This is an optimization exercise on Yosys and OpenROAD, whose aim is small area, not a production implementation. No activity file was given, so power comes from the tool's default toggle rates.

==> flow/design.v <==
module crt(
	input clk,
	input reset,
	input cs,
	input we,
	input [3:0] addr,
	input [15:0] data_in,
	output [15:0] data_out,
	output irq,
	output vs,
	output hs,
	output ven,
	output [2:0] clksel,
	output [31:0] pixaddr
);
reg [15:0] hb, hv, hf, he, vb, vv, vf, ve;
reg [15:0] fl, fh, sl, sh, ic, ir, cr;
reg [15:0] col, row;
reg [31:0] pa;
reg field;
reg irq_r;
wire wr = cs & we;
wire [15:0] d0 = data_in & {16{~reset}};	 
wire [15:0] d1 = data_in | {16{reset}};		 
function [15:0] pick;
	input [15:0] rv;
	begin
		pick = (d1 & rv) | (d0 & ~rv);
	end
endfunction
wire [15:0] wsel;
genvar k;
generate for (k = 0; k < 16; k = k + 1) begin : dec
	assign wsel[k] = reset | (wr & (addr == k));
end endgenerate
always @(posedge clk) begin
	if (wsel[4'h0]) hb <= pick(16'd44);
	if (wsel[4'h1]) hv <= pick(16'd192);
	if (wsel[4'h2]) hf <= pick(16'd2112);
	if (wsel[4'h3]) he <= pick(16'd2199);
	if (wsel[4'h4]) vb <= pick(16'd5);
	if (wsel[4'h5]) vv <= pick(16'd41);
	if (wsel[4'h6]) vf <= pick(16'd581);
	if (wsel[4'h7]) ve <= pick(16'd584);
	if (wsel[4'h8]) fl <= pick(16'h0000);
	if (wsel[4'h9]) fh <= pick(16'h0001);
	if (wsel[4'hA]) sl <= pick(16'h0080);
	if (wsel[4'hB]) sh <= pick(16'h0000);
	if (wsel[4'hC]) ic <= pick(16'd0);
	if (wsel[4'hD]) ir <= pick(16'd0);
	if (wsel[4'hF]) cr <= pick(16'h0002);
end
reg [15:0] rd;
always @(*) begin
	case (addr)
	4'h0: rd = hb;
	4'h1: rd = hv;
	4'h2: rd = hf;
	4'h3: rd = he;
	4'h4: rd = vb;
	4'h5: rd = vv;
	4'h6: rd = vf;
	4'h7: rd = ve;
	4'h8: rd = fl;
	4'h9: rd = fh;
	4'hA: rd = sl;
	4'hB: rd = sh;
	4'hC: rd = ic;
	4'hD: rd = ir;
	4'hE: rd = 16'h0000;
	default: rd = cr;
	endcase
end
assign data_out = rd;
wire interlaced = cr[1];
function lt16;	 
	input [15:0] a, b;
	integer i;
	reg c;
	begin
		c = 1'b0;
		for (i = 0; i < 16; i = i + 1)
			c = (~a[i] & b[i]) | (~a[i] & c) | (b[i] & c);
		lt16 = c;
	end
endfunction
function [1:0] lteq16;
	input [15:0] a, b;
	reg [15:0] l, e;
	integer i, w;
	begin
		l = ~a & b;
		e = ~(a ^ b);
		for (w = 1; w < 16; w = w * 2)
			for (i = 0; i < 16; i = i + 2 * w) begin
				l[i] = l[i + w] | (e[i + w] & l[i]);
				e[i] = e[i + w] & e[i];
			end
		lteq16 = {l[0], e[0]};
	end
endfunction
wire col_lt_hb = lt16(col, hb);
wire col_lt_hv = lt16(col, hv);
wire row_lt_vb = lt16(row, vb);
wire row_lt_vv = lt16(row, vv);
wire col_0 = ~|col;
wire row_0 = ~|row;
wire col_lt_hf, col_hf;
assign {col_lt_hf, col_hf} = lteq16(col, hf);
wire col_he = (col == he);
wire col_he2 = (col == {1'b0, he[15:1]});
wire col_ic = (col == ic);
wire row_lt_vf, row_vf;
assign {row_lt_vf, row_vf} = lteq16(row, vf);
wire row_ve = (row == ve);
wire row_ir = (row == ir);
wire in_hvideo = ~col_lt_hv & col_lt_hf;
wire in_vvideo = ~row_lt_vv & row_lt_vf;
wire in_video = in_hvideo & in_vvideo;
wire in_hend = col_he | (interlaced & row_ve & col_he2);
wire in_vend = row_ve & (interlaced ? col_he2 : col_he);
wire restart = (row_0 & col_0) | (row_vf & col_hf);
wire ld = reset | restart;
wire sf = ld & field;
wire rowinc = in_hend & in_vvideo;
wire [31:0] xa = ld ? {fh, fl} : pa;
wire ysel = ld ? field : rowinc;
wire [31:0] ya = {32{ysel}} & {sh, sl};
wire [31:0] wa = {{16{sf}}, {16{sf}} & he};
wire [15:0] na = {16{sf}} & ~hv;
wire ci = sf | (~ld & ~rowinc & in_video);
wire [31:0] s1 = xa ^ ya ^ wa;
wire [32:0] c1 = {(xa & ya) | (xa & wa) | (ya & wa), ci};
wire [31:0] n2 = {16'd0, na};
wire [31:0] s2 = s1 ^ c1[31:0] ^ n2;
wire [32:0] c2 = {(s1 & c1[31:0]) | (s1 & n2) | (c1[31:0] & n2), 1'b0};
function [31:0] bk_add;
	input [31:0] a, b;
	reg [31:0] g, p, G, P;
	reg [31:0] gn, pn;
	integer i, d;
	begin
		g = a & b;
		p = a ^ b;
		G = g;
		P = p;
		for (d = 1; d < 32; d = d * 2)
			for (i = 2 * d - 1; i < 32; i = i + 2 * d) begin
				G[i] = G[i] | (P[i] & G[i - d]);
				P[i] = P[i] & P[i - d];
			end
		for (d = 8; d >= 1; d = d / 2)
			for (i = 3 * d - 1; i < 32; i = i + 2 * d) begin
				G[i] = G[i] | (P[i] & G[i - d]);
				P[i] = P[i] & P[i - d];
			end
		bk_add = p ^ {G[30:0], 1'b0};
	end
endfunction
function [31:0] blk_add;
	input [31:0] a, b;
	reg [31:0] g, p;
	reg [7:0] BG, BP, CG, CP;
	reg c;
	integer i, j, d;
	begin
		g = a & b;
		p = a ^ b;
		for (j = 0; j < 8; j = j + 1) begin
			BG[j] = g[4*j+3] | (p[4*j+3] & (g[4*j+2] | (p[4*j+2] & (g[4*j+1] | (p[4*j+1] & g[4*j])))));
			BP[j] = &p[4*j+:4];
		end
		CG = BG;
		CP = BP;
		for (d = 1; d < 8; d = d * 2)
			for (i = 2 * d - 1; i < 8; i = i + 2 * d) begin
				CG[i] = CG[i] | (CP[i] & CG[i - d]);
				CP[i] = CP[i] & CP[i - d];
			end
		for (d = 2; d >= 1; d = d / 2)
			for (i = 3 * d - 1; i < 8; i = i + 2 * d) begin
				CG[i] = CG[i] | (CP[i] & CG[i - d]);
				CP[i] = CP[i] & CP[i - d];
			end
		for (j = 0; j < 8; j = j + 1) begin
			c = (j == 0) ? 1'b0 : CG[j - 1];
			for (i = 0; i < 4; i = i + 1) begin
				blk_add[4*j+i] = p[4*j+i] ^ c;
				c = g[4*j+i] | (p[4*j+i] & c);
			end
		end
	end
endfunction
wire [31:0] pa_next = blk_add(s2, c2[31:0]);
always @(posedge clk) begin
	pa <= pa_next;
	field <= reset ? 1'b0 : in_vend ? (interlaced & ~field) : field;
	row <= (reset | in_vend) ? 16'd0 : row + {15'd0, in_hend};
	col <= (reset | in_hend) ? 16'd0 : col + 16'd1;
	irq_r <= ~reset & ~(wr & (addr == 4'hE)) & (irq_r | (cr[15] & row_ir & col_ic));
end
assign hs = col_lt_hb ^ cr[14];
assign vs = row_lt_vb ^ cr[13];
assign ven = in_video & ~cr[0];
assign clksel = cr[7:5];
assign pixaddr = pa;
assign irq = irq_r;
endmodule
clock: 7.5 ns
lec_check: 0
cap_margin: 20
core_margin: 2
core_utilization: 50
slew_margin: 20
standard.sh (not shown) runs the stock make flow with config.mk's settings and CLKGATE_MAP_FILE= SYNTH_SCRIPT=/design/flow/synth_recipe.tcl, a recipe that flattens the netlist after the stock synthesis.
==> flow/flow/run.sh <==
#!/bin/bash
# Standard ORFS layout (the standard.sh, unchanged synthesis) with three changes:
#  - ports are buffered with the smallest buffer (buf_1) instead of the default choice
#  - clock tree built without dummy loads
#  - clock tree buffers and clustering set below
set -euo pipefail
CTS="-sink_clustering_enable -repair_clock_nets -dont_use_dummy_load -sink_clustering_size 20 -sink_clustering_max_diameter 50 -buf_list sky130_fd_sc_hd__clkbuf_8"
bash standard.sh \
  "BUFFER_PORTS_ARGS=-buffer_cell sky130_fd_sc_hd__buf_1" \
  "CTS_ARGS=$CTS" \
  finish > flow_standard.log 2>&1
The baseline finished clean.
Rerun with:
--- a/flow/design.v
+++ b/flow/design.v
@@ -158,39 +158,5 @@
 	end
 endfunction
-function [31:0] blk_add;
-	input [31:0] a, b;
-	reg [31:0] g, p;
-	reg [7:0] BG, BP, CG, CP;
-	reg c;
-	integer i, j, d;
-	begin
-		g = a & b;
-		p = a ^ b;
-		for (j = 0; j < 8; j = j + 1) begin
-			BG[j] = g[4*j+3] | (p[4*j+3] & (g[4*j+2] | (p[4*j+2] & (g[4*j+1] | (p[4*j+1] & g[4*j])))));
-			BP[j] = &p[4*j+:4];
-		end
-		CG = BG;
-		CP = BP;
-		for (d = 1; d < 8; d = d * 2)
-			for (i = 2 * d - 1; i < 8; i = i + 2 * d) begin
-				CG[i] = CG[i] | (CP[i] & CG[i - d]);
-				CP[i] = CP[i] & CP[i - d];
-			end
-		for (d = 2; d >= 1; d = d / 2)
-			for (i = 3 * d - 1; i < 8; i = i + 2 * d) begin
-				CG[i] = CG[i] | (CP[i] & CG[i - d]);
-				CP[i] = CP[i] & CP[i - d];
-			end
-		for (j = 0; j < 8; j = j + 1) begin
-			c = (j == 0) ? 1'b0 : CG[j - 1];
-			for (i = 0; i < 4; i = i + 1) begin
-				blk_add[4*j+i] = p[4*j+i] ^ c;
-				c = g[4*j+i] | (p[4*j+i] & c);
-			end
-		end
-	end
-endfunction
-wire [31:0] pa_next = blk_add(s2, c2[31:0]);
+wire [31:0] pa_next = bk_add(s2, c2[31:0]);
 always @(posedge clk) begin
 	pa <= pa_next;
After rerunning:
- clock skew hardly moves
- setup slack improved by 0.19 ns
- hold slack gains 0.031 ns
- sequential share of layout area grows by 2.4 points
- sequential power barely changes
- first-iteration DRC count rose by 7.0%
No run of this note included a check of the RTL's function; only the layout flow was run.

what the ideal ports hide:
In the flow no input, the clock included, has a driving cell. The finished layouts below were timed again as built, in two steps.
Step 1 sets driving cells, clkbuf_16 on the clock port and buf_2 on the other inputs (assumed; they add their load-dependent delay and slew).
Step 2, shift: input delay + t, output delay - t, t = (earliest + latest rising clock arrival at the registers) / 2. This alone moves slack from input paths to output paths.
Slacks: ideal / step 1 / step 2; pairs: ideal / step 1.
run | shift t [ns] | setup slack, ns | worst setup path at the end | worst register clock-pin slew, ns
the first run | 0.639 | 0.220 / 0.220 / -0.154 | input to register | 0.10 / 0.10
the second run | 0.607 | 0.411 / 0.411 / 0.304 | input to register | 0.11 / 0.11
With both steps, setup timing fails in the first run, where it was met with ideal ports. The setup slack of the first run, which loses most, moves by 0.000 ns with the drivers and by -0.374 ns with both steps.
